This design comes from an exercise in tuning for small area and a short achievable clock period on the open sky130 flow, not from production work.
The RTL was checked by simulation tests, not by an equivalence proof against the original design.
Power is estimated from default activity; no workload was simulated.

File: flow/design.v
module Calculator #(parameter W = 8) (clk, Ain, Bin, s0, s1, ALUout, sel, Reset);
    input clk;
    input [W-1:0] Ain, Bin;
    input [1:0] sel;
    input s0, s1, Reset;
    output [2*W:0] ALUout;
    reg [2*W:0] ALUout;
    wire [7:0] q;
    wire [8:0] b2 = {Bin, 1'b0};
    wire [9:0] b3 = {1'b0, b2} + {2'b00, Bin};
    wire [1:0] t6 = Ain[7:6];
    wire [2:0] d1_6 = {1'b0, t6[1:0]} - {1'b0, Bin[1:0]};
    wire c1_6 = ~d1_6[2] & ~|Bin[7:2];
    wire [2:0] d2_6 = {1'b0, t6[1:0]} - {1'b0, b2[1:0]};
    wire c2_6 = ~d2_6[2] & ~|b2[8:2];
    wire [2:0] d3_6 = {1'b0, t6[1:0]} - {1'b0, b3[1:0]};
    wire c3_6 = ~d3_6[2] & ~|b3[9:2];
    assign q[7] = c2_6;
    assign q[6] = c3_6 | (c1_6 & ~c2_6);
    wire [1:0] r6 = c3_6 ? d3_6[1:0] : c2_6 ? d2_6[1:0] : c1_6 ? d1_6[1:0] : t6[1:0];
    wire [3:0] t4 = {r6, Ain[5:4]};
    wire [4:0] d1_4 = {1'b0, t4[3:0]} - {1'b0, Bin[3:0]};
    wire c1_4 = ~d1_4[4] & ~|Bin[7:4];
    wire [4:0] d2_4 = {1'b0, t4[3:0]} - {1'b0, b2[3:0]};
    wire c2_4 = ~d2_4[4] & ~|b2[8:4];
    wire [4:0] d3_4 = {1'b0, t4[3:0]} - {1'b0, b3[3:0]};
    wire c3_4 = ~d3_4[4] & ~|b3[9:4];
    assign q[5] = c2_4;
    assign q[4] = c3_4 | (c1_4 & ~c2_4);
    wire [3:0] r4 = c3_4 ? d3_4[3:0] : c2_4 ? d2_4[3:0] : c1_4 ? d1_4[3:0] : t4[3:0];
    wire [5:0] t2 = {r4, Ain[3:2]};
    wire [6:0] d1_2 = {1'b0, t2[5:0]} - {1'b0, Bin[5:0]};
    wire c1_2 = ~d1_2[6] & ~|Bin[7:6];
    wire [6:0] d2_2 = {1'b0, t2[5:0]} - {1'b0, b2[5:0]};
    wire c2_2 = ~d2_2[6] & ~|b2[8:6];
    wire [6:0] d3_2 = {1'b0, t2[5:0]} - {1'b0, b3[5:0]};
    wire c3_2 = ~d3_2[6] & ~|b3[9:6];
    assign q[3] = c2_2;
    assign q[2] = c3_2 | (c1_2 & ~c2_2);
    wire [5:0] r2 = c3_2 ? d3_2[5:0] : c2_2 ? d2_2[5:0] : c1_2 ? d1_2[5:0] : t2[5:0];
    wire [7:0] t0 = {r2, Ain[1:0]};
    wire [8:0] d1_0 = {1'b0, t0[7:0]} - {1'b0, Bin[7:0]};
    wire c1_0 = ~d1_0[8];
    wire [8:0] d2_0 = {1'b0, t0[7:0]} - {1'b0, b2[7:0]};
    wire c2_0 = ~d2_0[8] & ~|b2[8:8];
    wire [8:0] d3_0 = {1'b0, t0[7:0]} - {1'b0, b3[7:0]};
    wire c3_0 = ~d3_0[8] & ~|b3[9:8];
    assign q[1] = c2_0;
    assign q[0] = c3_0 | (c1_0 & ~c2_0);
    wire [15:0] prod = Ain * Bin;
    wire m = s0 ^ s1;
    wire [9:0] avs = {2'b00, Ain} + ({2'b00, Bin} ^ {10{m}}) + {9'd0, m};
    wire e_add = ~Reset & (sel == 2'b00);
    wire e_mul = ~Reset & (sel == 2'b01);
    wire e_div = ~Reset & (sel == 2'b10);
    wire e_gry = ~Reset & (sel == 2'b11);
    wire [15:0] v = ({16{e_add}} & {{6{avs[9]}}, avs})
                  | ({16{e_mul}} & prod)
                  | ({16{e_div}} & {8'd0, q})
                  | ({16{e_gry}} & {8'd0, Ain ^ (Ain >> 1)});
    wire n = (e_add & s0) | ((e_mul | e_div) & m);
    wire [15:0] r = (v ^ {16{n}}) + {15'd0, n};
    wire f = ((e_add | e_div) & r[15]) | (e_add & s0 & s1) | (e_mul & m);
    always @(posedge clk)
        ALUout <= {f, r};
endmodule
File: flow/flow/run.sh
#!/bin/bash
# Layout flow: the standard synthesis (bash standard.sh synth); then the combinational
# logic between its registers is mapped again by ABC without the full/half-adder cells,
# once per script flow/abc_*.abc (deepsyn with different seeds); the registers, their
# names and cell types are kept. The mapping with the smallest area x arrival time
# (OpenSTA on the netlist, no wires) is laid out by the standard flow from floorplan
# on, with the port buffers made of buf_4 cells. Each tool's output goes to a log_*
# file in the work folder.
set -euo pipefail
W=$(pwd)
R=$W/orfs/results/$FLOW_PLATFORM/Calculator/base
LIB=$FLOW_HOME/platforms/$FLOW_PLATFORM/lib/sky130_fd_sc_hd__tt_025C_1v80.lib

bash standard.sh synth > $W/log_synth_std.txt 2>&1
cp $R/1_2_yosys.v $W/std_synth.v
mkdir -p $W/resynth

DU="-dont_use *clkbuf* -dont_use *probe* -dont_use *lpflow* -dont_use *dlygate* -dont_use *clkdly* -dont_use *buf_16* -dont_use *fa_* -dont_use *ha_*"
for S in $W/flow/abc_*.abc; do
  T=$(basename $S .abc)
  cat > $W/resynth/$T.ys <<Y
read_liberty -ignore_miss_func $LIB
read_verilog $W/std_synth.v
hierarchy -top $FLOW_TOP
setattr -mod -set keep_hierarchy 1 sky130_fd_sc_hd__dfxtp_1
flatten
select $FLOW_TOP
opt -purge
abc -liberty $LIB $DU -script $S
opt_clean -purge
hilomap -singleton -hicell sky130_fd_sc_hd__conb_1 HI -locell sky130_fd_sc_hd__conb_1 LO
splitnets
opt_clean -purge
tee -o $W/resynth/$T.stat stat -liberty $LIB
write_verilog -noattr -selected $W/resynth/$T.v
Y
  cat > $W/resynth/$T.sta.tcl <<S
read_lef $FLOW_HOME/platforms/$FLOW_PLATFORM/lef/sky130_fd_sc_hd.tlef
read_lef $FLOW_HOME/platforms/$FLOW_PLATFORM/lef/sky130_fd_sc_hd_merged.lef
read_liberty $LIB
read_verilog $W/resynth/$T.v
link_design $FLOW_TOP
read_sdc $FLOW_SDC
puts "ARRIVAL [expr {$FLOW_PERIOD_NS - [sta::worst_slack_cmd max] * 1e9}]"
S
done
ls $W/resynth/*.ys | xargs -P ${NUM_CORES:-4} -I{} sh -c 'yosys -s {} > {}.log 2>&1'
best=""; bestv=""
for S in $W/flow/abc_*.abc; do
  T=$(basename $S .abc)
  [[ -f $W/resynth/$T.v ]] || continue
  openroad -no_init -exit $W/resynth/$T.sta.tcl > $W/resynth/$T.sta.log 2>&1 || continue
  A=$(awk '/Chip area/{print $NF}' $W/resynth/$T.stat)
  D=$(awk '/^ARRIVAL/{print $2}' $W/resynth/$T.sta.log)
  [[ -n "$A" && -n "$D" ]] || continue
  V=$(python3 -c "print($A * $D)")
  echo "$T area $A arrival $D product $V" >> $W/log_resynth_pick.txt
  if [[ -z "$bestv" ]] || python3 -c "import sys; sys.exit(0 if $V < $bestv else 1)"; then best=$T; bestv=$V; fi
done
echo "picked $best" >> $W/log_resynth_pick.txt
cp $W/resynth/$best.v $R/1_2_yosys.v
rm -f $R/1_synth.odb $R/1_synth.sdc
bash standard.sh synth > $W/log_synth_odb.txt 2>&1
bash standard.sh "BUFFER_PORTS_ARGS=-buffer_cell sky130_fd_sc_hd__buf_4" finish > $W/log_finish.txt 2>&1
File: flow/flow/abc_s0.abc
strash
&get -n
&deepsyn -I 1 -J 50 -S 0
&put
strash
dc2
dch -f
map -B 0.9
strash
dc2
dch -f
map -B 0.9
strash
dch -f
map -B 0.9
topo
stime -c
buffer -c
upsize -c
dnsize -c
File: flow/flow/abc_s1.abc
strash
&get -n
&deepsyn -I 1 -J 50 -S 1
&put
strash
dc2
dch -f
map -B 0.9
strash
dc2
dch -f
map -B 0.9
strash
dch -f
map -B 0.9
topo
stime -c
buffer -c
upsize -c
dnsize -c
File: flow/flow/abc_s2.abc
strash
&get -n
&deepsyn -I 1 -J 50 -S 2
&put
strash
dc2
dch -f
map -B 0.9
strash
dc2
dch -f
map -B 0.9
strash
dch -f
map -B 0.9
topo
stime -c
buffer -c
upsize -c
dnsize -c
File: flow/flow/abc_s3.abc
strash
&get -n
&deepsyn -I 1 -J 50 -S 3
&put
strash
dc2
dch -f
map -B 0.9
strash
dc2
dch -f
map -B 0.9
strash
dch -f
map -B 0.9
topo
stime -c
buffer -c
upsize -c
dnsize -c
File: flow/flow/abc_s4.abc
strash
&get -n
&deepsyn -I 1 -J 50 -S 4
&put
strash
dc2
dch -f
map -B 0.9
strash
dc2
dch -f
map -B 0.9
strash
dch -f
map -B 0.9
topo
stime -c
buffer -c
upsize -c
dnsize -c
File: flow/flow/abc_s5.abc
strash
&get -n
&deepsyn -I 1 -J 50 -S 5
&put
strash
dc2
dch -f
map -B 0.9
strash
dc2
dch -f
map -B 0.9
strash
dch -f
map -B 0.9
topo
stime -c
buffer -c
upsize -c
dnsize -c
File: flow/flow/abc_s6.abc
strash
&get -n
&deepsyn -I 1 -J 50 -S 6
&put
strash
dc2
dch -f
map -B 0.9
strash
dc2
dch -f
map -B 0.9
strash
dch -f
map -B 0.9
topo
stime -c
buffer -c
upsize -c
dnsize -c
File: flow/flow/abc_s7.abc
strash
&get -n
&deepsyn -I 1 -J 50 -S 7
&put
strash
dc2
dch -f
map -B 0.9
strash
dc2
dch -f
map -B 0.9
strash
dch -f
map -B 0.9
topo
stime -c
buffer -c
upsize -c
dnsize -c
File: flow/standard.sh
#!/bin/bash
# synth_recipe.tcl (not shown) runs the flow's synth.tcl, then flattens the netlist and writes it again
# the make line also repeats each setting of config.mk as NAME=value (left out here)
make -C /OpenROAD-flow-scripts/flow DESIGN_CONFIG=/design/flow/config.mk WORK_HOME=/design/flow/orfs CLKGATE_MAP_FILE= SYNTH_SCRIPT=/design/flow/synth_recipe.tcl "${@:-finish}"
File: flow/config.mk
export PLATFORM = sky130hd
export DESIGN_NAME = Calculator
export DESIGN_NICKNAME = Calculator
export VERILOG_FILES = /design/flow/design.v
export SDC_FILE = /design/flow/constraint.sdc
export NUM_CORES = 4
export LEC_CHECK = 0
export ABC_AREA = 1
export CAP_MARGIN = 20
export CORE_MARGIN = 2
export CORE_UTILIZATION = 40
export SLEW_MARGIN = 20
File: flow/constraint.sdc
create_clock -name core_clock -period 40.0 [get_ports {clk}]
set_input_delay 8.0000 -clock core_clock [delete_from_list [all_inputs] [get_ports {clk}]]
set_output_delay 8.0000 -clock core_clock [all_outputs]
set_load 0.01 [all_outputs]
==> flow_summary.json, run 1 <==
{
  "clock-root-buffer": "clkbuf_16",
  "clock-sinks": 17,
  "grt_first_pass_wirelength_mm": 26.2,
  "syn_nets": 922,
  "dr.pass1.iters": 5,
  "critPathArrivalTime_ns": 12.52,
  "start_kind": "input pin",
  "ir_drop_mv": 0.0305,
  "largest_reg_flops": 17,
  "setup_tns_ns": 0,
  "cts_tree": "done",
  "hold_end": "ALUout[16]$_DFF_P_",
  "cpPeakStageDelay_ns": 0.29,
  "post_synth.cell_area_avg_um2": 5.21,
  "holdWs_ns": 8.07,
  "routedWlPerCell_um": 14.5,
  "ctsHtreeMaxLevel": 1,
  "rsz0062_at_grt": "false",
  "vias": 5842,
  "fin_crit_ns": 12.38,
  "stdcell_area_um2": 5220,
  "top_layer_used": "met4",
  "synthToLayoutAreaGrowth_pct": 11.3,
  "cp_slowest_cell": "buf_4",
  "die_width_um": 112,
  "placed_cell_area_um2": 5140,
  "slew_viol_final": 0,
  "initial_core_util": 0.411,
  "clockBufferDepth": 2,
  "cts_setup_buffers": 0,
  "hold_violations": 0,
  "drt-vias-per-instance": 5.40,
  "ant_nets": 0,
  "top_level_ports": 39,
  "worst-setup-path-type": "in2reg",
  "gr-usage-all-layers": 0.249,
  "crit_path_end_kind": "flip-flop",
  "ys_warn_count": 1,
  "grt_max_degree": 25,
  "numCtsBuffers": 3,
  "synthesis.instances": 900,
  "antenna_cells": 0,
  "worstHoldStart": "sel[0]",
  "setup_violations": 0,
  "worst_pin_slew_ns": 0.798,
  "clk_pin_slew_ns": 0.05,
  "port_buffers": 38,
  "dieArea_um2": 12600,
  "crit_top_cell": "nand2_1",
  "wirelength_mm": 15.7,
  "stdcell_count": 1081,
  "cts_hold_buf": 0,
  "drc_errors": 0,
  "met3_length_mm": 1.01,
  "leakage_nw": 2.75,
  "grt_pass1_vias": 5293,
  "p_total_mw": 0.157,
  "maxCapViolCount": 0,
  "grt_antenna_before_repair": 0,
  "required_ns": 40.14,
  "drive_gt1_frac": 0.132,
  "dp.cells": 1077,
  "syn_area_um2": 4690,
  "core_area_um2": 11400,
  "met2_length_mm": 7.11,
  "relSlewSlack": 0.464,
  "period_share": 0.309,
  "max_flop_register": "ALUout",
  "min_path_cells": 4,
  "met1_length_mm": 7.12,
  "cp_max_fo": 24,
  "fin_nets": 961,
  "largestRegisters": "ALUout: 17 flops",
  "die_h_um": 112,
  "grt-ovfl-total": 0,
  "pwr_density_cell_nw_per_um2": 30.0,
  "dp_hpwl_mm": 12.5,
  "drt_iter0_markers": 449,
  "final_util": 0.457,
  "place_ws_ns": 27.44,
  "min_path_type": "in2reg",
  "gp_congestion": 1.01,
  "cts_resized": 0,
  "fmax_mhz": 80.8,
  "num_rows": 39,
  "finalWorstSetupSlack_ns": 27.62,
  "status": "complete, no violations"
}
-- per-layer routing --
metal / up-vias / GRT usage
li1: 2996 / -
met1: 2586 / 0.351
met2: 220 / 0.406
met3: 40 / 0.0243
met4: 0 / 0.0675
met5: - / 0
-- how the worst max path moves through the flow --
stage | start | endpoint | slack (ns) | depth (start not counted)
global placement | Bin[2] | ALUout[16]$_DFF_P_ | 27.47 | 42
detailed placement | Bin[0] | ALUout[16]$_DFF_P_ | 27.44 | 46
CTS | Bin[2] | ALUout[16]$_DFF_P_ | 27.69 | 42
global route | Bin[0] | ALUout[16]$_DFF_P_ | 27.10 | 46
finish | Bin[2] | ALUout[16]$_DFF_P_ | 27.62 | 42
floorplan | Bin[5] | ALUout[16]$_DFF_P_ | 28.51 | 35
-- area by class of cell --
class                           count  area, um^2
Timing Repair Buffer               40         300
Inverter                          111         432
Multi-Input combinational cell    766        3890
Clock buffer                        3        75.1
Fill cell                        1315        6200
Clock inverter                      1        5.00
Sequential cell                    17         340
Tap cell                          143         179
-- report_power, final --
group | switching (mW) | total, mW | leakage, nW | internal, mW
Sequential | 0.00129 | 0.0236 | 0.143 | 0.0223
Clock | 0.00628 | 0.0196 | 0.0409 | 0.0134
Combinational | 0.0713 | 0.113 | 2.56 | 0.0420
-- placed cells by master, fill, tap and decap left out, drive strengths merged --
cell / instances
o211ai: 5
dfxtp: 17
or2: 18
a311oi: 1
a32oi: 1
a21boi: 2
nor3: 4
a31oi: 3
o21bai: 2
and2: 1
clkbuf: 3
nand4: 11
nand2: 346
nor2: 85
buf: 40
nor3b: 1
and3: 1
a221oi: 1
nand3: 83
a211oi: 1
xnor2: 16
o21a: 1
mux2: 1
clkinv: 4
inv: 108
o21ai: 73
o221ai: 2
o22ai: 9
a21oi: 48
a22o: 4
a22oi: 2
nand3b: 2
xor2: 40
o32ai: 1
a21o: 1
-- critical path, delay by kind of cell --
family / cells / cell delay (ns)
buffers and inverters: 2 / 0.46
AO/OA/AOI/OAI: 2 / 0.33
AND/OR/NAND/NOR: 38 / 3.72
==> run 2: changes to the inputs <==
--- a/flow/config.mk
+++ b/flow/config.mk
@@ -9,4 +9,5 @@
 export CAP_MARGIN = 20
 export CORE_MARGIN = 2
 export CORE_UTILIZATION = 40
+export CTS_BUF_LIST = sky130_fd_sc_hd__clkbuf_4
 export SLEW_MARGIN = 20
removed: flow/flow/abc_s1.abc
removed: flow/flow/abc_s2.abc
removed: flow/flow/abc_s3.abc
removed: flow/flow/abc_s4.abc
removed: flow/flow/abc_s5.abc
removed: flow/flow/abc_s6.abc
removed: flow/flow/abc_s7.abc
==> flow_summary.json, run 2 <==
{
  "ir_drop_mv": 0.0282,
  "num_rows": 39,
  "internal-power_mw": 0.0679,
  "cp_max_fo": 24,
  "syn_nets": 922,
  "core_area_um2": 11400,
  "grt_antenna_before_repair": 0,
  "setup_violations": 0,
  "status": "complete, no violations",
  "ant_nets": 0,
  "gr-usage-all-layers": 0.248,
  "slew_viol_final": 0,
  "placed_cell_area_um2": 5140,
  "vias": 5831,
  "grt_max_degree": 25,
  "stdcell_area_um2": 5170,
  "required_ns": 40.19,
  "routedWlPerCell_um": 14.5,
  "min_path_type": "in2reg",
  "wirelength_mm": 15.6,
  "finalWorstSetupSlack_ns": 27.69,
  "place_ws_ns": 27.44,
  "ys_warn_count": 1,
  "p_total_mw": 0.146,
  "multiInputGateArea_um2": 3890,
  "hold_violations": 0,
  "switching_share": 0.533,
  "crit_top_cell": "nand2_1",
  "leakage_nw": 2.73,
  "pwr_density_cell_nw_per_um2": 28.2,
  "clock-root-buffer": "clkbuf_4",
  "cts_setup_buffers": 0,
  "final_common_cell": "nand2_1",
  "cpPeakStageDelay_ns": 0.29,
  "ctsHtreeMaxLevel": 1,
  "worst-setup-path-type": "in2reg",
  "cp_slowest_cell": "buf_4",
  "dr.pass1.iters": 5,
  "rsz0062_at_grt": "false",
  "initial_core_util": 0.411,
  "fin_crit_ns": 12.31,
  "fin_nets": 961,
  "top_level_ports": 39,
  "drt_iter0_markers": 475,
  "syn_area_um2": 4690,
  "largest_reg_flops": 17,
  "p_sw_mw": 0.0777,
  "post_synth.cell_area_avg_um2": 5.21,
  "cts_resized": 0,
  "relSlewSlack": 0.424,
  "final_cell_mix": "327 x nand2_1, 90 x inv_1, 78 x nor2_1",
  "cts_hold_buf": 0,
  "crit_path_end_kind": "flip-flop",
  "max_flop_register": "ALUout",
  "worst_pin_slew_ns": 0.864,
  "clock-sinks": 17,
  "register_area_um2": 340,
  "grt-ovfl-total": 0,
  "synthesis.instances": 900,
  "clockBufferDepth": 2,
  "seqPwrFrac": 0.162,
  "maxCapViolCount": 0,
  "fmax_mhz": 81.2,
  "dieArea_um2": 12600,
  "cts_tree": "done",
  "antenna_cells": 0,
  "fillCellCount": 1316,
  "period_share": 0.308,
  "dp_hpwl_mm": 12.5,
  "drc_errors": 0,
  "clock_power_share": 0.060,
  "die_h_um": 112,
  "share_comb_of_total_power": 0.778,
  "gp_congestion": 1.01,
  "setup_tns_ns": 0,
  "start_kind": "input pin",
  "grt_pass1_vias": 5279,
  "final_util": 0.453,
  "clk_pin_slew_ns": 0.10,
  "largestRegisters": "ALUout: 17 flops",
  "critPathArrivalTime_ns": 12.50,
  "drt-vias-per-instance": 5.39,
  "synthToLayoutAreaGrowth_pct": 10.2,
  "die_width_um": 112,
  "numCtsBuffers": 3,
  "drive_gt1_frac": 0.132,
  "port_buffers": 38,
  "grt_first_pass_wirelength_mm": 26.2
}
==> run 2: critical path, delay by kind of cell <==
family	cells	cell delay [ns]
AOI/OAI and AO/OA	2	0.33
buffers and inverters	2	0.46
and+or+nand+nor	38	3.69
==> run 2: worst paths after layout <==
| kind | cells past startpoint | from | slack (ns) | to |
|---|---|---|---|---|
| setup / recovery | 42 | Bin[2] | 27.69 | ALUout[16]$_DFF_P_ |
| hold / removal | 4 | sel[0] | 8.03 | ALUout[16]$_DFF_P_ |
==> run 2: stage by stage <==
stage               hold slack, ns  cells
detailed placement            8.33   1077
floorplan                     8.20    900
CTS                           8.01   1081
finish                        8.03   1081
global placement              8.33   1077
global route                  8.05   1081
==> run 2: layout make-up <==
class,instances,share of cell area
Sequential cell,17,0.0659
Clock buffer,3,0.00436
Multi-Input combinational cell,766,0.753
Inverter,111,0.0835
Tap cell,143,0.0346
Timing Repair Buffer,40,0.0581
Clock inverter,1,0.000969
==> run 2: power by group through the flow <==
stage / registers, mW / logic, mW / clock network, mW
finish: 0.0236 / 0.113 / 0.00874
global route: 0.0241 / 0.128 / 0.0104
CTS: 0.0237 / 0.113 / 0.00915
detailed placement: 0.0241 / 0.113 / 0
global placement: 0.0240 / 0.112 / 0
floorplan: 0.0268 / 0.0794 / 0
==> run 2: layer usage <==
layer	track usage	vias up	part of all wire
li1	-	3001	-
met1	0.351	2596	0.46
met2	0.405	203	0.45
met3	0.0227	31	0.061
met4	0.0650	0	0.025
met5	0	-	0
==> run 3: changes to the inputs <==
--- a/flow/flow/run.sh
+++ b/flow/flow/run.sh
@@ -4,7 +4,7 @@
 # once per script flow/abc_*.abc (deepsyn with different seeds); the registers, their
 # names and cell types are kept. The mapping with the smallest area x arrival time
 # (OpenSTA on the netlist, no wires) is laid out by the standard flow from floorplan
-# on, with the port buffers made of buf_4 cells. Each tool's output goes to a log_*
+# on, with buf_4 port buffers on the inputs and buf_1 on the outputs (flow/buffer_ports.tcl). Each tool's output goes to a log_*
 # file in the work folder.
 set -euo pipefail
 W=$(pwd)
@@ -61,4 +61,4 @@
 cp $W/resynth/$best.v $R/1_2_yosys.v
 rm -f $R/1_synth.odb $R/1_synth.sdc
 bash standard.sh synth > $W/log_synth_odb.txt 2>&1
-bash standard.sh "BUFFER_PORTS_ARGS=-buffer_cell sky130_fd_sc_hd__buf_4" finish > $W/log_finish.txt 2>&1
+bash standard.sh DONT_BUFFER_PORTS=1 PRE_GLOBAL_PLACE_TCL=$W/flow/buffer_ports.tcl finish > $W/log_finish.txt 2>&1
==> flow/flow/buffer_ports.tcl (new file) <==
# Port buffers: buf_4 on the inputs (they fan out widely), buf_1 on the outputs
# (each drives one output pin from a register). Every port still gets its buffer.
buffer_ports -inputs -buffer_cell sky130_fd_sc_hd__buf_4
buffer_ports -outputs -buffer_cell sky130_fd_sc_hd__buf_1
==> flow_summary.json, run 3 <==
{
  "dieArea_um2": 12600,
  "status": "complete, no violations",
  "final_common_cell": "nand2_1",
  "syn_nets": 922,
  "drive_gt1_frac": 0.0945,
  "leakage_nw": 2.54,
  "vias": 5770,
  "met2_usage": 0.421,
  "grt_first_pass_wirelength_mm": 25.2,
  "post_synth.cell_area_avg_um2": 5.21,
  "required_ns": 40.19,
  "grt-ovfl-total": 0,
  "cts_hold_buf": 0,
  "largest_reg_flops": 17,
  "multiInputGateArea_um2": 3890,
  "relSlewSlack": 0.295,
  "maxCapViolCount": 0,
  "setup_violations": 0,
  "fillCellCount": 1313,
  "max_flop_register": "ALUout",
  "die_width_um": 112,
  "rsz0062_at_grt": "false",
  "cts_tree": "done",
  "fmax_mhz": 83.5,
  "p_total_mw": 0.133,
  "crit_path_end_kind": "flip-flop",
  "drc_errors": 0,
  "grt_max_degree": 25,
  "pwr_density_cell_nw_per_um2": 27.3,
  "period_share": 0.300,
  "worst-setup-path-type": "in2reg",
  "ant_nets": 0,
  "gp_congestion": 0.954,
  "drt_iter0_markers": 533,
  "start_kind": "input pin",
  "largestRegisters": "ALUout: 17 flops",
  "synthToLayoutAreaGrowth_pct": 3.97,
  "stdcell_count": 1042,
  "clock-sinks": 17,
  "routedWlPerCell_um": 15.1,
  "cp_max_fo": 16,
  "ys_warn_count": 1,
  "dp_hpwl_mm": 12.4,
  "cpPeakStageDelay_ns": 0.18,
  "num_rows": 39,
  "dp.cells": 1038,
  "cp_slowest_cell": "nor2_4",
  "wirelength_mm": 15.7,
  "cts_setup_buffers": 0,
  "cts_resized": 0,
  "crit_top_cell": "nand2_1",
  "min_path_type": "in2reg",
  "worst_pin_slew_ns": 1.05,
  "stdcell_area_um2": 4880,
  "dr.pass1.iters": 7,
  "grt_pass1_vias": 5140,
  "fin_crit_ns": 11.98,
  "slew_viol_final": 0,
  "top_level_ports": 39,
  "drt-vias-per-instance": 5.54,
  "syn_area_um2": 4690,
  "final_cell_mix": "327 x nand2_1, 90 x inv_1, 78 x nor2_1",
  "initial_core_util": 0.411,
  "setup_tns_ns": 0,
  "use_met1": 0.323,
  "fin_nets": 922,
  "grt_antenna_before_repair": 0,
  "core_area_um2": 11400,
  "clockBufferDepth": 2,
  "critPathArrivalTime_ns": 12.17,
  "use_met3": 0.0248,
  "gr-max-usage-layer": "met2",
  "clock-root-buffer": "clkbuf_4",
  "synthesis.instances": 900,
  "placed_cell_area_um2": 4850,
  "ctsHtreeMaxLevel": 1,
  "die_h_um": 112,
  "antenna_cells": 0,
  "ir_drop_mv": 0.0248,
  "port_buffers": 38,
  "numCtsBuffers": 3,
  "clk_pin_slew_ns": 0.09,
  "hold_violations": 0,
  "gr-usage-all-layers": 0.240,
  "register_area_um2": 340
}
-- run 3: final timing paths --
kind                    from                  to  slack, ns  cells after the start
worst max-delay path  Bin[4]  ALUout[16]$_DFF_P_      28.02                     42
worst min-delay path  sel[0]  ALUout[16]$_DFF_P_       7.92                      3
-- run 3: final cells by class --
class,instances,share of cell area
multi-input combinational,766,0.797
inverter,111,0.0885
sequential,17,0.0698
tap,143,0.0367
clock buffer,4,0.00616
timing repair buffer,1,0.00154
-- run 3: stage by stage --
stage               setup slack [ns]  hold WS, ns   util
floorplan                      28.51         8.20      -
global placement               27.80         8.23  0.425
detailed placement             27.79         8.22  0.425
CTS                            28.10         7.91  0.427
global route                   27.53         7.92  0.427
finish                         28.02         7.92  0.427
-- run 3: critical path, delay by kind of cell --
family	cells	cell delay, ns
AOI/OAI and AO/OA	1	0.13
buffers and inverters	1	0.16
and+or+nand+nor	40	3.87
-- run 3: power by group --
group	internal (mW)	leakage, nW	switching [mW]	total, mW
sequential	0.0224	0.143	0.00441	0.0268
combinational	0.0346	2.37	0.0619	0.0965
clock	0.00455	0.0184	0.00509	0.00964
total	0.0615	2.54	0.0714	0.133
-- run 3: routing by layer --
metal  wire length, um  vias to the layer above
li1                  -                     2921
met1              6860                     2572
met2              7380                      248
met3              1120                       29
met4               327                        0
met5                 0                        -
==> run 4: changes to the inputs <==
==> flow/flow/buffer_ports.tcl (replaced) <==
# Port buffers, in place of the standard flow's single buffer_ports call (run with
# DONT_BUFFER_PORTS=1 and GPL_TIMING_DRIVEN=0, so this hook does the buffer removal
# that timing-driven placement would do first): buf_4 on the inputs (they fan out
# widely), buf_1 on the outputs (each drives one output pin from a register).
# Every port still gets its buffer.
remove_buffers
buffer_ports -inputs -buffer_cell sky130_fd_sc_hd__buf_4
buffer_ports -outputs -buffer_cell sky130_fd_sc_hd__buf_1
--- a/flow/config.mk
+++ b/flow/config.mk
@@ -10,4 +10,5 @@
 export CORE_MARGIN = 2
 export CORE_UTILIZATION = 40
 export CTS_BUF_LIST = sky130_fd_sc_hd__clkbuf_4
+export GPL_TIMING_DRIVEN = 0
 export SLEW_MARGIN = 20
==> flow_summary.json, run 4 <==
{
  "core_area_um2": 11400,
  "fillCellCount": 1358,
  "synthToLayoutAreaGrowth_pct": 8.75,
  "cts_resized": 0,
  "port_buffers": 38,
  "num_rows": 39,
  "internal-power_mw": 0.0638,
  "clock_power_share": 0.063,
  "status": "complete, no violations",
  "initial_core_util": 0.411,
  "required_ns": 40.19,
  "clock-root-buffer": "clkbuf_4",
  "cts_tree": "done",
  "ant_nets": 0,
  "ctsHtreeMaxLevel": 1,
  "period_share": 0.309,
  "grt_antenna_before_repair": 0,
  "p_sw_mw": 0.0764,
  "seqPwrFrac": 0.167,
  "numCtsBuffers": 3,
  "grt-ovfl-total": 0,
  "antenna_cells": 0,
  "maxCapViolCount": 0,
  "syn_nets": 922,
  "rsz0062_at_grt": "false",
  "dr.pass1.iters": 6,
  "dp_hpwl_mm": 11.9,
  "grt_first_pass_wirelength_mm": 24.6,
  "cp_max_fo": 24,
  "top_level_ports": 39,
  "fin_crit_ns": 12.34,
  "relSlewSlack": 0.529,
  "routedWlPerCell_um": 13.9,
  "pwr_density_cell_nw_per_um2": 27.5,
  "die_width_um": 112,
  "crit_path_end_kind": "flip-flop",
  "drt-vias-per-instance": 5.27,
  "vias": 5691,
  "clock-sinks": 17,
  "multiInputGateArea_um2": 3890,
  "setup_violations": 0,
  "ir_drop_mv": 0.0236,
  "dieArea_um2": 12600,
  "fmax_mhz": 81.0,
  "p_total_mw": 0.140,
  "switching_share": 0.545,
  "cp_slowest_cell": "buf_4",
  "drc_errors": 0,
  "endpoint": "ALUout[16]$_DFF_P_",
  "crit_top_cell": "nand2_1",
  "hold_violations": 0,
  "drt_iter0_markers": 430,
  "largest_reg_flops": 17,
  "max_flop_register": "ALUout",
  "leakage_nw": 2.66,
  "syn_area_um2": 4690,
  "post_synth.cell_area_avg_um2": 5.21,
  "final_common_cell": "nand2_1",
  "ys_warn_count": 1,
  "crit_start": "Bin[2]",
  "cts_hold_buf": 0,
  "final_cell_mix": "327 x nand2_1, 90 x inv_1, 78 x nor2_1",
  "gp_congestion": 0.871,
  "clk_pin_slew_ns": 0.09,
  "share_comb_of_total_power": 0.770,
  "synthesis.instances": 900,
  "largestRegisters": "ALUout: 17 flops",
  "gr-usage-all-layers": 0.235,
  "register_area_um2": 340,
  "fin_nets": 960,
  "worst_pin_slew_ns": 0.704,
  "grt_max_degree": 25,
  "critPathArrivalTime_ns": 12.53,
  "die_h_um": 112,
  "wirelength_mm": 15.0,
  "grt_pass1_vias": 5116,
  "drive_gt1_frac": 0.114,
  "cts_setup_buffers": 0,
  "start_kind": "input pin",
  "min_path_type": "in2reg",
  "slew_viol_final": 0,
  "setup_tns_ns": 0,
  "worst-setup-path-type": "in2reg",
  "holdWs_ns": 8.03,
  "final_util": 0.447,
  "cpPeakStageDelay_ns": 0.28,
  "clockBufferDepth": 2
}
-- run 4: layout make-up --
cell class,instances,share of cell area
clock buffer,3,0.00442
clock inverter,1,0.000981
inverter,111,0.0846
multi-input combinational,766,0.763
sequential,17,0.0667
tap,143,0.0351
timing repair buffer,39,0.0449
-- run 4: worst max-delay path: cells and delay by family --
kind / cells / cell delay (ns)
buffers and inverters: 3 / 0.52
AOI/OAI and AO/OA: 2 / 0.34
and+or+nand+nor: 36 / 3.69
-- run 4: how the worst min path moves through the flow --
| stage | start | endpoint | slack (ns) | depth (start not counted) |
|---|---|---|---|---|
| 3_3_place_gp | sel[0] | ALUout[16]$_DFF_P_ | 8.34 | 4 |
| 2_1_floorplan | sel[0] | ALUout[16]$_DFF_P_ | 8.20 | 3 |
| 4_1_cts | sel[0] | ALUout[16]$_DFF_P_ | 8.03 | 4 |
| 5_1_grt | sel[0] | ALUout[16]$_DFF_P_ | 8.05 | 4 |
| 6_report | sel[0] | ALUout[16]$_DFF_P_ | 8.03 | 4 |
| 3_5_place_dp | sel[0] | ALUout[16]$_DFF_P_ | 8.35 | 4 |
-- run 4: power by group through the flow --
stage	registers, mW	clock network [mW]	logic (mW)
3_3_place_gp	0.0237	0	0.107
2_1_floorplan	0.0268	0	0.0794
5_1_grt	0.0237	0.0103	0.123
6_report	0.0233	0.00890	0.108
3_5_place_dp	0.0238	0	0.108
4_1_cts	0.0234	0.00931	0.108
-- run 4: metrics by stage --
stage          setup WS (ns)  instance area (um^2)  cells
2_1_floorplan          28.51                  4690    900
3_3_place_gp           27.39                  5060   1075
3_5_place_dp           27.41                  5070   1076
4_1_cts                27.72                  5100   1080
5_1_grt                27.15                  5100   1080
6_report               27.66                  5100   1080
-- run 4: metal layers --
metal / GRT usage / part of all wire / up-vias
li1: - / - / 3000
met1: 0.322 / 0.46 / 2467
met2: 0.406 / 0.46 / 197
met3: 0.0200 / 0.064 / 27
met4: 0.0480 / 0.021 / 0
met5: 0 / 0 / -
==> run 5: changes to the inputs <==
--- a/flow/design.v
+++ b/flow/design.v
@@ -47,19 +47,20 @@
     wire c3_0 = ~d3_0[8] & ~|b3[9:8];
     assign q[1] = c2_0;
     assign q[0] = c3_0 | (c1_0 & ~c2_0);
-    wire [15:0] prod = Ain * Bin;
     wire m = s0 ^ s1;
-    wire [9:0] avs = {2'b00, Ain} + ({2'b00, Bin} ^ {10{m}}) + {9'd0, m};
     wire e_add = ~Reset & (sel == 2'b00);
     wire e_mul = ~Reset & (sel == 2'b01);
     wire e_div = ~Reset & (sel == 2'b10);
     wire e_gry = ~Reset & (sel == 2'b11);
+    wire [15:0] prod = Ain * Bin;
+    wire [9:0] avs = {2'b00, Ain} + ({2'b00, Bin} ^ {10{m}}) + {9'd0, m};
     wire [15:0] v = ({16{e_add}} & {{6{avs[9]}}, avs})
                   | ({16{e_mul}} & prod)
                   | ({16{e_div}} & {8'd0, q})
                   | ({16{e_gry}} & {8'd0, Ain ^ (Ain >> 1)});
     wire n = (e_add & s0) | ((e_mul | e_div) & m);
-    wire [15:0] r = (v ^ {16{n}}) + {15'd0, n};
+    wire [15:0] r0 = (v ^ {16{n}}) + {15'd0, n};
+    wire [15:0] r = r0;
     wire f = ((e_add | e_div) & r[15]) | (e_add & s0 & s1) | (e_mul & m);
     always @(posedge clk)
         ALUout <= {f, r};
--- a/flow/flow/run.sh
+++ b/flow/flow/run.sh
@@ -4,8 +4,8 @@
 # once per script flow/abc_*.abc (deepsyn with different seeds); the registers, their
 # names and cell types are kept. The mapping with the smallest area x arrival time
 # (OpenSTA on the netlist, no wires) is laid out by the standard flow from floorplan
-# on, with buf_4 port buffers on the inputs and buf_1 on the outputs (flow/buffer_ports.tcl). Each tool's output goes to a log_*
-# file in the work folder.
+# on, with buf_4 port buffers on the inputs and buf_1 on the outputs
+# (flow/buffer_ports.tcl). Each tool's output goes to a log_* file in the work folder.
 set -euo pipefail
 W=$(pwd)
 R=$W/orfs/results/$FLOW_PLATFORM/Calculator/base
==> flow/flow/abc_s5.abc (new file) <==
strash
&get -n
&deepsyn -I 1 -J 50 -S 5
&put
strash
dc2
dch -f
map -B 0.9
strash
dc2
dch -f
map -B 0.9
strash
dch -f
map -B 0.9
topo
stime -c
buffer -c
upsize -c
dnsize -c
--- a/flow/config.mk
+++ b/flow/config.mk
@@ -11,4 +11,5 @@
 export CORE_UTILIZATION = 40
 export CTS_BUF_LIST = sky130_fd_sc_hd__clkbuf_4
 export GPL_TIMING_DRIVEN = 0
+export PLACE_DENSITY = 0.8
 export SLEW_MARGIN = 20
removed: flow/flow/abc_s0.abc
==> flow_summary.json, run 5 <==
{
  "status": "complete, no violations",
  "cts_tree": "done",
  "fin_crit_ns": 12.17,
  "worst_pin_slew_ns": 0.919,
  "num_rows": 39,
  "antenna_cells": 0,
  "syn_nets": 902,
  "rsz0062_at_grt": "false",
  "dr.pass1.iters": 5,
  "setup_tns_ns": 0,
  "hold_end": "ALUout[16]$_DFF_P_",
  "clk_pin_slew_ns": 0.08,
  "max_flop_register": "ALUout",
  "clockBufferDepth": 2,
  "die_width_um": 112,
  "drt-vias-per-instance": 5.46,
  "initial_core_util": 0.408,
  "port_buffers": 38,
  "vias": 5782,
  "fmax_mhz": 82.2,
  "worst-setup-path-type": "in2reg",
  "cpPeakStageDelay_ns": 0.34,
  "fillCellCount": 1255,
  "die_h_um": 112,
  "dieArea_um2": 12500,
  "grt-ovfl-total": 0,
  "ant_nets": 0,
  "maxCapViolCount": 0,
  "drive_gt1_frac": 0.104,
  "syn_area_um2": 4660,
  "ctsHtreeMaxLevel": 1,
  "drc_errors": 0,
  "grt_max_degree": 26,
  "worstHoldStart": "sel[0]",
  "final_common_cell": "nand2_1",
  "setup_violations": 0,
  "clock-root-buffer": "clkbuf_4",
  "cts_hold_buf": 0,
  "core_area_um2": 11400,
  "largest_reg_flops": 17,
  "finalWorstSetupSlack_ns": 27.83,
  "crit_top_cell": "nand2_1",
  "cts_setup_buffers": 0,
  "grt_first_pass_wirelength_mm": 23.5,
  "min_path_cells": 3,
  "start_kind": "input pin",
  "critPathArrivalTime_ns": 12.39,
  "leakage_nw": 2.65,
  "grt_pass1_vias": 5098,
  "top_level_ports": 39,
  "relSlewSlack": 0.382,
  "numCtsBuffers": 3,
  "cts_resized": 0,
  "drt_iter0_markers": 495,
  "min_path_type": "in2reg",
  "ir_drop_mv": 0.0254,
  "cp_max_fo": 23,
  "wirelength_mm": 14.2,
  "crit_path_end_kind": "flip-flop",
  "routedWlPerCell_um": 13.4,
  "post_synth.cell_area_avg_um2": 5.30,
  "grt_antenna_before_repair": 0,
  "hold_violations": 0,
  "synthesis.instances": 880,
  "synthToLayoutAreaGrowth_pct": 8.77,
  "dp_hpwl_mm": 11.1,
  "final_cell_mix": "303 x nand2_1, 93 x inv_1, 81 x nand3_1",
  "cp_slowest_cell": "nand2_1",
  "slew_viol_final": 0,
  "fin_nets": 939,
  "period_share": 0.304,
  "gr-usage-all-layers": 0.223,
  "ys_warn_count": 1,
  "largestRegisters": "ALUout: 17 flops",
  "required_ns": 40.22,
  "gp_congestion": 1.01,
  "pwr_density_cell_nw_per_um2": 26.3,
  "clock-sinks": 17,
  "place_ws_ns": 27.67
}
==> run 5: worst max-delay path by stage <==
stage	slack [ns]	endpoint	startpoint	cells past startpoint
2_1_floorplan	28.71	ALUout[13]$_DFF_P_	Bin[6]	28
3_3_place_gp	27.72	ALUout[13]$_DFF_P_	Bin[0]	38
3_5_place_dp	27.67	ALUout[15]$_DFF_P_	Bin[0]	39
4_1_cts	27.95	ALUout[15]$_DFF_P_	Bin[0]	39
5_1_grt	27.31	ALUout[15]$_DFF_P_	Bin[0]	42
6_report	27.83	ALUout[15]$_DFF_P_	Bin[0]	39
==> run 5: report_power, final <==
group	total (mW)	internal (mW)	switching, mW
Sequential	0.0222	0.0213	0.000879
Clock	0.00879	0.00453	0.00426
Combinational	0.102	0.0360	0.0662
Total	0.133	0.0619	0.0713
==> run 5: stage by stage <==
stage | hold slack, ns | cell area, um^2 | cells | total power, mW | util
2_1_floorplan | 8.16 | 4660 | 880 | 0.100 | -
3_3_place_gp | 8.38 | 5030 | 1054 | 0.121 | 0.441
3_5_place_dp | 8.38 | 5040 | 1055 | 0.123 | 0.442
4_1_cts | 8.09 | 5070 | 1059 | 0.133 | 0.444
5_1_grt | 8.12 | 5070 | 1059 | 0.148 | 0.444
6_report | 8.10 | 5070 | 1059 | 0.133 | 0.444
==> run 5: cell type report <==
cell class                      count  area, um^2  area share
Inverter                          111         434      0.0856
Tap cell                          143         179      0.0353
Timing Repair Buffer               39         229      0.0451
Multi-Input combinational cell    745        3860       0.761
Clock buffer                        4        30.0     0.00592
Sequential cell                    17         340      0.0671
==> run 5: worst max-delay path: cells and delay by family <==
kind,cells,cell delay (ns)
AO/OA/AOI/OAI,2,0.28
buffers and inverters,4,0.71
AND/OR/NAND/NOR,33,3.38
==> run 5: routing by layer <==
layer | vias up | GRT usage | wire length, um
met4 | 0 | 0.0829 | 509
met5 | - | 0 | 0
met3 | 42 | 0.0234 | 1220
met2 | 265 | 0.368 | 6160
li1 | 2983 | - | -
met1 | 2492 | 0.300 | 6320
==> run 6: changes to the inputs <==
--- a/flow/flow/abc_s5.abc
+++ b/flow/flow/abc_s5.abc
@@ -18,3 +18,5 @@
 buffer -c
 upsize -c
 dnsize -c
+upsize -c
+dnsize -c
--- a/flow/config.mk
+++ b/flow/config.mk
@@ -11,5 +11,4 @@
 export CORE_UTILIZATION = 40
 export CTS_BUF_LIST = sky130_fd_sc_hd__clkbuf_4
 export GPL_TIMING_DRIVEN = 0
-export PLACE_DENSITY = 0.8
 export SLEW_MARGIN = 20
==> flow_summary.json, run 6 <==
{
  "dieArea_um2": 12500,
  "vias": 5672,
  "grt_antenna_before_repair": 0,
  "dp_hpwl_mm": 11.7,
  "syn_nets": 902,
  "die_h_um": 112,
  "cpPeakStageDelay_ns": 0.36,
  "maxCapViolCount": 0,
  "port_buffers": 38,
  "synthesis.instances": 880,
  "largestRegisters": "ALUout: 17 flops",
  "drc_errors": 0,
  "clockBufferDepth": 2,
  "clock-sinks": 17,
  "min_path_cells": 3,
  "status": "complete, no violations",
  "seqPwrFrac": 0.166,
  "period_share": 0.304,
  "internal-power_mw": 0.0611,
  "clock_power_share": 0.065,
  "gr-usage-all-layers": 0.232,
  "dp.cells": 1055,
  "syn_area_um2": 4660,
  "slew_viol_final": 0,
  "drt_iter0_markers": 463,
  "num_rows": 39,
  "share_comb_of_total_power": 0.769,
  "final_util": 0.444,
  "final_cell_mix": "303 x nand2_1, 93 x inv_1, 81 x nand3_1",
  "drive_gt1_frac": 0.104,
  "wirelength_mm": 14.8,
  "crit_buf_inv": 3,
  "worstHoldStart": "sel[0]",
  "initial_core_util": 0.408,
  "ctsHtreeMaxLevel": 1,
  "min_path_type": "in2reg",
  "grt_first_pass_wirelength_mm": 24.1,
  "grt_pass1_vias": 4880,
  "crit_top_cell": "nand2_1",
  "top_level_ports": 39,
  "fin_nets": 939,
  "cts_resized": 0,
  "numCtsBuffers": 3,
  "relSlewSlack": 0.308,
  "worst-setup-path-type": "in2reg",
  "start_kind": "input pin",
  "cts_setup_buffers": 0,
  "ant_nets": 0,
  "place_ws_ns": 27.58,
  "clk_pin_slew_ns": 0.09,
  "ys_warn_count": 1,
  "hold_end": "ALUout[16]$_DFF_P_",
  "finalWorstSetupSlack_ns": 27.86,
  "max_flop_register": "ALUout",
  "drt-vias-per-instance": 5.36,
  "leakage_nw": 2.65,
  "cp_slowest_cell": "inv_1",
  "ir_drop_mv": 0.0255,
  "required_ns": 40.18,
  "fin_crit_ns": 12.14,
  "gp_congestion": 0.934,
  "grt_max_degree": 26,
  "cts_tree": "done",
  "cts_hold_buf": 0,
  "antenna_cells": 0,
  "clock-root-buffer": "clkbuf_4",
  "rsz0062_at_grt": "false",
  "cp_max_fo": 23,
  "critPathArrivalTime_ns": 12.33,
  "post_synth.cell_area_avg_um2": 5.30,
  "crit_family": "simple AND/OR/NAND/NOR gates",
  "hold_violations": 0,
  "setup_tns_ns": 0,
  "final_common_cell": "nand2_1",
  "grt-ovfl-total": 0,
  "routedWlPerCell_um": 14.0,
  "crit_path_end_kind": "flip-flop",
  "pwr_density_cell_nw_per_um2": 26.3,
  "stdcell_count": 1059,
  "core_area_um2": 11400,
  "fmax_mhz": 82.3,
  "p_sw_mw": 0.0724,
  "worst_pin_slew_ns": 1.03,
  "synthToLayoutAreaGrowth_pct": 8.80,
  "die_width_um": 112,
  "largest_reg_flops": 17,
  "dr.pass1.iters": 5,
  "switching_share": 0.542,
  "setup_violations": 0
}
==> run 6: per-stage QoR <==
stage	instance area [um^2]	hold slack, ns	power, mW
4_1_cts	5070	8.10	0.133
3_5_place_dp	5050	8.38	0.124
3_3_place_gp	5030	8.38	0.124
2_1_floorplan	4660	8.16	0.100
6_report	5070	8.10	0.134
5_1_grt	5070	8.11	0.149
==> run 6: power by group through the flow <==
| stage | Sequential (mW) | Combinational, mW | Clock [mW] |
|---|---|---|---|
| after floorplan | 0.0252 | 0.0748 | 0 |
| after global placement | 0.0226 | 0.101 | 0 |
| after detailed placement | 0.0226 | 0.102 | 0 |
| after CTS | 0.0222 | 0.102 | 0.00906 |
| after global routing | 0.0226 | 0.117 | 0.00937 |
| final | 0.0222 | 0.103 | 0.00862 |
==> run 6: worst max path at each step <==
stage | startpoint | slack (ns) | depth (start not counted) | end
global route | Bin[0] | 27.33 | 41 | ALUout[15]$_DFF_P_
CTS | Bin[0] | 27.91 | 38 | ALUout[13]$_DFF_P_
finish | Bin[0] | 27.86 | 38 | ALUout[13]$_DFF_P_
floorplan | Bin[6] | 28.71 | 28 | ALUout[13]$_DFF_P_
global placement | Bin[0] | 27.58 | 38 | ALUout[13]$_DFF_P_
detailed placement | Bin[0] | 27.58 | 38 | ALUout[13]$_DFF_P_
==> run 6: area by class of cell <==
type | instances | area (um^2)
fillers | 1315 | 6340
multi-input cells | 745 | 3860
inverters | 111 | 434
flip-flops and latches | 17 | 340
repair buffers | 39 | 233
well taps | 143 | 179
clock buffers | 3 | 22.5
clock inverters | 1 | 5.00
==> run 6: per-layer routing <==
metal  routed length (um)  vias up  GRT usage  part of all wire
li1                     -     2977          -                 -
met2                 6610      189      0.388              0.45
met4                  214        0     0.0488             0.014
met3                  958       16    0.00708             0.065
met1                 7020     2490      0.335              0.47
met5                    0        -          0                 0
==> run 6: worst min-delay path, cell delays in order <==
cell	delay, ns
buf_4	0.12
o21ai_0	0.14
nand2_1	0.10
==> run 7: changes to the inputs <==
--- a/flow/flow/run.sh
+++ b/flow/flow/run.sh
@@ -14,6 +14,7 @@
 bash standard.sh synth > $W/log_synth_std.txt 2>&1
 cp $R/1_2_yosys.v $W/std_synth.v
 mkdir -p $W/resynth
+printf "set_driving_cell sky130_fd_sc_hd__buf_4\nset_load 10\n" > $W/resynth/abc.constr
 
 DU="-dont_use *clkbuf* -dont_use *probe* -dont_use *lpflow* -dont_use *dlygate* -dont_use *clkdly* -dont_use *buf_16* -dont_use *fa_* -dont_use *ha_*"
 for S in $W/flow/abc_*.abc; do
@@ -26,7 +27,7 @@
 flatten
 select $FLOW_TOP
 opt -purge
-abc -liberty $LIB $DU -script $S
+abc -liberty $LIB $DU -constr $W/resynth/abc.constr -script $S
 opt_clean -purge
 hilomap -singleton -hicell sky130_fd_sc_hd__conb_1 HI -locell sky130_fd_sc_hd__conb_1 LO
 splitnets
--- a/flow/flow/abc_s5.abc
+++ b/flow/flow/abc_s5.abc
@@ -18,5 +18,3 @@
 buffer -c
 upsize -c
 dnsize -c
-upsize -c
-dnsize -c
==> flow_summary.json, run 7 <==
{
  "status": "complete, no violations",
  "gp_congestion": 0.919,
  "clock-sinks": 17,
  "worst_pin_slew_ns": 1.03,
  "p_total_mw": 0.134,
  "setup_violations": 0,
  "min_path_type": "in2reg",
  "required_ns": 40.23,
  "period_share": 0.308,
  "fmax_mhz": 81.1,
  "grt_max_degree": 26,
  "die_width_um": 113,
  "cp_max_fo": 13,
  "start_kind": "input pin",
  "clock-root-buffer": "clkbuf_4",
  "port_buffers": 38,
  "crit_path_end_kind": "flip-flop",
  "fillCellCount": 1318,
  "final_cell_mix": "304 x nand2_1, 94 x inv_1, 78 x nand3_1",
  "setup_tns_ns": 0,
  "initial_core_util": 0.414,
  "ctsHtreeMaxLevel": 1,
  "cts_resized": 0,
  "drt-vias-per-instance": 5.41,
  "ys_warn_count": 1,
  "syn_nets": 921,
  "crit_top_cell": "nand2_1",
  "holdWs_ns": 8.09,
  "top_level_ports": 39,
  "worst-setup-path-type": "in2reg",
  "wirelength_mm": 15.2,
  "cpPeakStageDelay_ns": 0.42,
  "grt_pass1_vias": 5295,
  "dieArea_um2": 12800,
  "core_area_um2": 11500,
  "ir_drop_mv": 0.0104,
  "synthToLayoutAreaGrowth_pct": 6.16,
  "drc_errors": 0,
  "dp_hpwl_mm": 11.8,
  "dr.pass1.iters": 16,
  "rsz0062_at_grt": "false",
  "clk_pin_slew_ns": 0.09,
  "p_sw_mw": 0.0730,
  "seqPwrFrac": 0.165,
  "cts_hold_buf": 0,
  "cp_slowest_cell": "inv_1",
  "share_comb_of_total_power": 0.771,
  "fin_crit_ns": 12.32,
  "grt-ovfl-total": 0,
  "antenna_cells": 0,
  "drive_gt1_frac": 0.104,
  "synthesis.instances": 899,
  "clockBufferDepth": 2,
  "maxCapViolCount": 0,
  "internal-power_mw": 0.0612,
  "die_h_um": 113,
  "switching_share": 0.544,
  "hold_violations": 0,
  "largest_reg_flops": 17,
  "fin_nets": 939,
  "clock_power_share": 0.064,
  "vias": 5731,
  "relSlewSlack": 0.305,
  "register_area_um2": 340,
  "multiInputGateArea_um2": 3860,
  "critPathArrivalTime_ns": 12.56,
  "cts_tree": "done",
  "post_synth.cell_area_avg_um2": 5.31,
  "routedWlPerCell_um": 14.3,
  "ant_nets": 0,
  "syn_area_um2": 4770,
  "gr-usage-all-layers": 0.240,
  "num_rows": 39,
  "drt_iter0_markers": 433,
  "leakage_nw": 2.66,
  "numCtsBuffers": 3,
  "grt_antenna_before_repair": 0,
  "slew_viol_final": 0,
  "final_common_cell": "nand2_1",
  "max_flop_register": "ALUout",
  "pwr_density_cell_nw_per_um2": 26.5,
  "grt_first_pass_wirelength_mm": 25.4,
  "largestRegisters": "ALUout: 17 flops",
  "cts_setup_buffers": 0
}
run 7: final cells by class:
type	instances	share of cell area
Sequential cell	17	0.0672
Multi-Input combinational cell	745	0.763
Tap cell	143	0.0353
Clock buffer	3	0.00445
Inverter	111	0.0838
Clock inverter	1	0.000988
Timing Repair Buffer	39	0.0452
run 7: final timing paths:
check,start,end,slack [ns],depth (start not counted)
max,Ain[7],ALUout[14]$_DFF_P_,27.68,42
min,sel[0],ALUout[16]$_DFF_P_,8.09,3
run 7: critical path: cells and delay by family:
kind,cells,cell delay [ns]
simple gates,38,3.64
buf+inv,2,0.60
compound gates,2,0.28
run 7: routing by layer:
layer  vias to the layer above  share of wire  GRT usage
met1                      2494           0.47      0.335
met3                        18          0.081     0.0262
met4                         0          0.011     0.0667
li1                       2980              -          -
met2                       239           0.44      0.393
met5                         -              0          0
run 7: power by group through the flow:
| stage | combinational, mW | clock, mW | sequential, mW |
|---|---|---|---|
| 2_1_floorplan | 0.0780 | 0 | 0.0252 |
| 3_3_place_gp | 0.102 | 0 | 0.0226 |
| 3_5_place_dp | 0.103 | 0 | 0.0226 |
| 4_1_cts | 0.103 | 0.00902 | 0.0222 |
| 5_1_grt | 0.117 | 0.00924 | 0.0226 |
| 6_report | 0.103 | 0.00863 | 0.0222 |
run 7: through the flow:
step	instances	cell area, um^2	setup slack (ns)	utilization
after floorplan	899	4770	28.63	-
after global placement	1054	5020	27.48	0.436
after detailed placement	1055	5040	27.46	0.437
after CTS	1059	5060	27.75	0.440
after global routing	1059	5060	27.20	0.440
final	1059	5060	27.68	0.440
==> run 8: changes to the inputs <==
--- a/flow/flow/run.sh
+++ b/flow/flow/run.sh
@@ -8,13 +8,14 @@
 # (flow/buffer_ports.tcl). Each tool's output goes to a log_* file in the work folder.
 set -euo pipefail
 W=$(pwd)
+EXTRA=()
+[[ -f $W/flow/make_args ]] && mapfile -t EXTRA < $W/flow/make_args
 R=$W/orfs/results/$FLOW_PLATFORM/Calculator/base
 LIB=$FLOW_HOME/platforms/$FLOW_PLATFORM/lib/sky130_fd_sc_hd__tt_025C_1v80.lib
 
 bash standard.sh synth > $W/log_synth_std.txt 2>&1
 cp $R/1_2_yosys.v $W/std_synth.v
 mkdir -p $W/resynth
-printf "set_driving_cell sky130_fd_sc_hd__buf_4\nset_load 10\n" > $W/resynth/abc.constr
 
 DU="-dont_use *clkbuf* -dont_use *probe* -dont_use *lpflow* -dont_use *dlygate* -dont_use *clkdly* -dont_use *buf_16* -dont_use *fa_* -dont_use *ha_*"
 for S in $W/flow/abc_*.abc; do
@@ -27,7 +28,7 @@
 flatten
 select $FLOW_TOP
 opt -purge
-abc -liberty $LIB $DU -constr $W/resynth/abc.constr -script $S
+abc -liberty $LIB $DU -script $S
 opt_clean -purge
 hilomap -singleton -hicell sky130_fd_sc_hd__conb_1 HI -locell sky130_fd_sc_hd__conb_1 LO
 splitnets
@@ -62,4 +63,4 @@
 cp $W/resynth/$best.v $R/1_2_yosys.v
 rm -f $R/1_synth.odb $R/1_synth.sdc
 bash standard.sh synth > $W/log_synth_odb.txt 2>&1
-bash standard.sh DONT_BUFFER_PORTS=1 PRE_GLOBAL_PLACE_TCL=$W/flow/buffer_ports.tcl finish > $W/log_finish.txt 2>&1
+bash standard.sh DONT_BUFFER_PORTS=1 PRE_GLOBAL_PLACE_TCL=$W/flow/buffer_ports.tcl "${EXTRA[@]}" finish > $W/log_finish.txt 2>&1
==> flow/flow/make_args (new file) <==
SETUP_SLACK_MARGIN=28
SETUP_MOVE_SEQUENCE=sizeup,swap
==> flow_summary.json, run 8 <==
{
  "status": "complete, no violations",
  "cp_max_fo": 8,
  "final_cell_mix": "283 x nand2_1, 90 x inv_1, 73 x nor2_1",
  "dieArea_um2": 12500,
  "dr.pass1.iters": 5,
  "grt-ovfl-total": 0,
  "crit_buf_inv": 1,
  "internal-power_mw": 0.0636,
  "slew_viol_final": 0,
  "min_path_type": "in2reg",
  "final_common_cell": "nand2_1",
  "fmax_mhz": 83.8,
  "setup_violations": 0,
  "clk_pin_slew_ns": 0.09,
  "syn_area_um2": 4660,
  "cts_tree": "done",
  "required_ns": 40.24,
  "crit_path_end_kind": "flip-flop",
  "drt-vias-per-instance": 5.39,
  "p_sw_mw": 0.0746,
  "cpPeakStageDelay_ns": 0.20,
  "clock-sinks": 17,
  "placed_cell_area_um2": 5050,
  "worst-setup-path-type": "in2reg",
  "grt_max_degree": 26,
  "ctsHtreeMaxLevel": 1,
  "drt_iter0_markers": 408,
  "core_area_um2": 11400,
  "drive_gt1_frac": 0.144,
  "seqPwrFrac": 0.160,
  "switching_share": 0.540,
  "relSlewSlack": 0.307,
  "hold_violations": 0,
  "crit_top_cell": "nand2_2",
  "cp_slowest_cell": "o21bai_4",
  "worstHoldStart": "sel[0]",
  "post_synth.cell_area_avg_um2": 5.30,
  "dp_hpwl_mm": 11.7,
  "crit_family": "simple AND/OR/NAND/NOR gates",
  "die_h_um": 112,
  "min_path_cells": 3,
  "fin_nets": 939,
  "vias": 5709,
  "grt_pass1_vias": 4881,
  "cts_setup_buffers": 0,
  "routedWlPerCell_um": 14.1,
  "gp_congestion": 0.934,
  "grt_first_pass_wirelength_mm": 24.1,
  "worst_pin_slew_ns": 1.03,
  "clock-root-buffer": "clkbuf_4",
  "leakage_nw": 2.74,
  "largest_reg_flops": 17,
  "maxCapViolCount": 0,
  "rsz0062_at_grt": "true",
  "clock_power_share": 0.063,
  "hold_end": "ALUout[16]$_DFF_P_",
  "max_flop_register": "ALUout",
  "synthToLayoutAreaGrowth_pct": 16.1,
  "pwr_density_cell_nw_per_um2": 25.5,
  "die_width_um": 112,
  "initial_core_util": 0.408,
  "wirelength_mm": 15.0,
  "gr-usage-all-layers": 0.232,
  "num_rows": 39,
  "clockBufferDepth": 2,
  "top_level_ports": 39,
  "period_share": 0.298,
  "ant_nets": 0,
  "largestRegisters": "ALUout: 17 flops",
  "stdcell_count": 1059,
  "numCtsBuffers": 3,
  "dp.cells": 1055,
  "syn_nets": 902,
  "critPathArrivalTime_ns": 12.17,
  "holdWs_ns": 8.11,
  "stdcell_area_um2": 5410,
  "cts_hold_buf": 0,
  "drc_errors": 0,
  "port_buffers": 38,
  "ir_drop_mv": 0.0258,
  "share_comb_of_total_power": 0.777,
  "antenna_cells": 0,
  "start_kind": "input pin",
  "ys_warn_count": 1,
  "synthesis.instances": 880,
  "fin_crit_ns": 11.93,
  "grt_antenna_before_repair": 0,
  "setup_tns_ns": 0
}
[run 8: routing by layer]
metal	up-vias	global-route usage	part of all wire
li1	2976	-	-
met1	2494	0.335	0.47
met2	220	0.388	0.44
met3	19	0.00708	0.075
met4	0	0.0488	0.017
met5	-	0	0
[run 8: metrics by stage]
stage          utilization  setup slack (ns)  total power, mW
2_1_floorplan            -             28.71            0.100
3_3_place_gp         0.441             27.58            0.124
3_5_place_dp         0.442             27.58            0.124
4_1_cts              0.445             28.05            0.133
5_1_grt              0.474             27.73            0.154
6_report             0.474             28.07            0.138
[run 8: power by group through the flow]
stage | clock network (mW) | registers [mW] | logic (mW)
6_report | 0.00864 | 0.0222 | 0.107
5_1_grt | 0.00933 | 0.0226 | 0.122
4_1_cts | 0.00906 | 0.0222 | 0.102
3_5_place_dp | 0 | 0.0226 | 0.102
3_3_place_gp | 0 | 0.0226 | 0.101
2_1_floorplan | 0 | 0.0252 | 0.0748
[run 8: worst min-delay path, stage by stage]
cell,delay (ns)
buf_4,0.12
o21ai_0,0.14
nand2_1,0.10
[run 8: area by class of cell]
type / instances / area (um^2)
tap: 143 / 179
clock buffer: 3 / 22.5
clock inverter: 1 / 5.00
multi-input combinational: 745 / 4040
timing repair buffer: 39 / 328
sequential: 17 / 340
fill: 1277 / 6010
inverter: 111 / 499
[run 8: worst max-delay path by stage]
stage	from	end	slack, ns	cells after the start
after floorplan	Bin[6]	ALUout[13]$_DFF_P_	28.71	28
after global placement	Bin[0]	ALUout[13]$_DFF_P_	27.58	38
after detailed placement	Bin[0]	ALUout[13]$_DFF_P_	27.58	38
after CTS	Bin[3]	ALUout[13]$_DFF_P_	28.05	39
after global routing	Bin[3]	ALUout[15]$_DFF_P_	27.73	40
final	Bin[7]	ALUout[15]$_DFF_P_	28.07	40
[run 8: what timing repair did]
| item | in CTS | in global routing |
|---|---|---|
| gates resized for setup | 2 | 94 |
| pin swaps | 0 | 28 |
| setup endpoints to repair | 5 | 11 |

-- static timing again, ports no longer ideal --
The results above use ideal ports. As a check the final layouts listed here were re-extracted and re-timed, cells and wires unchanged.
Step 1 (the two cells are an assumption about what drives the block):
set clk [get_ports {clk}]
set_driving_cell -lib_cell sky130_fd_sc_hd__clkbuf_16 $clk
set_driving_cell -lib_cell sky130_fd_sc_hd__buf_2 [delete_from_list [all_inputs] $clk]
Step 2 times the ports against the registers' clock, not the clock port: input delays grow and output delays shrink by t, the midpoint of the rising clock arrivals with the driver on.
Three values: ideal, step 1, step 2; two values: the first two.
| run | t (ns) | setup slack, ns | clock arrival spread, ns | worst data-port slew with drivers (ns) |
|---|---|---|---|---|
| run 1 | 0.275 | 27.621 / 27.627 / 27.352 | 0.004 / 0.004 | 0.04 |
| run 2 | 0.305 | 27.687 / 27.687 / 27.382 | 0.008 / 0.008 | 0.04 |
| run 3 | 0.306 | 28.019 / 27.598 / 27.292 | 0.002 / 0.002 | 0.50 |
| run 4 | 0.309 | 27.659 / 27.655 / 27.345 | 0.003 / 0.003 | 0.04 |
| run 5 | 0.287 | 27.830 / 27.822 / 27.535 | 0.002 / 0.002 | 0.04 |
| run 6 | 0.303 | 27.857 / 27.853 / 27.549 | 0.001 / 0.001 | 0.04 |
| run 7 | 0.303 | 27.677 / 27.676 / 27.372 | 0.003 / 0.003 | 0.05 |
| run 8 | 0.303 | 28.067 / 28.015 / 27.712 | 0.001 / 0.001 | 0.08 |
After both steps setup and hold are still met in every run listed. The setup slack of run 3, which loses most, moves by -0.421 ns with the drivers and by -0.727 ns with both steps.
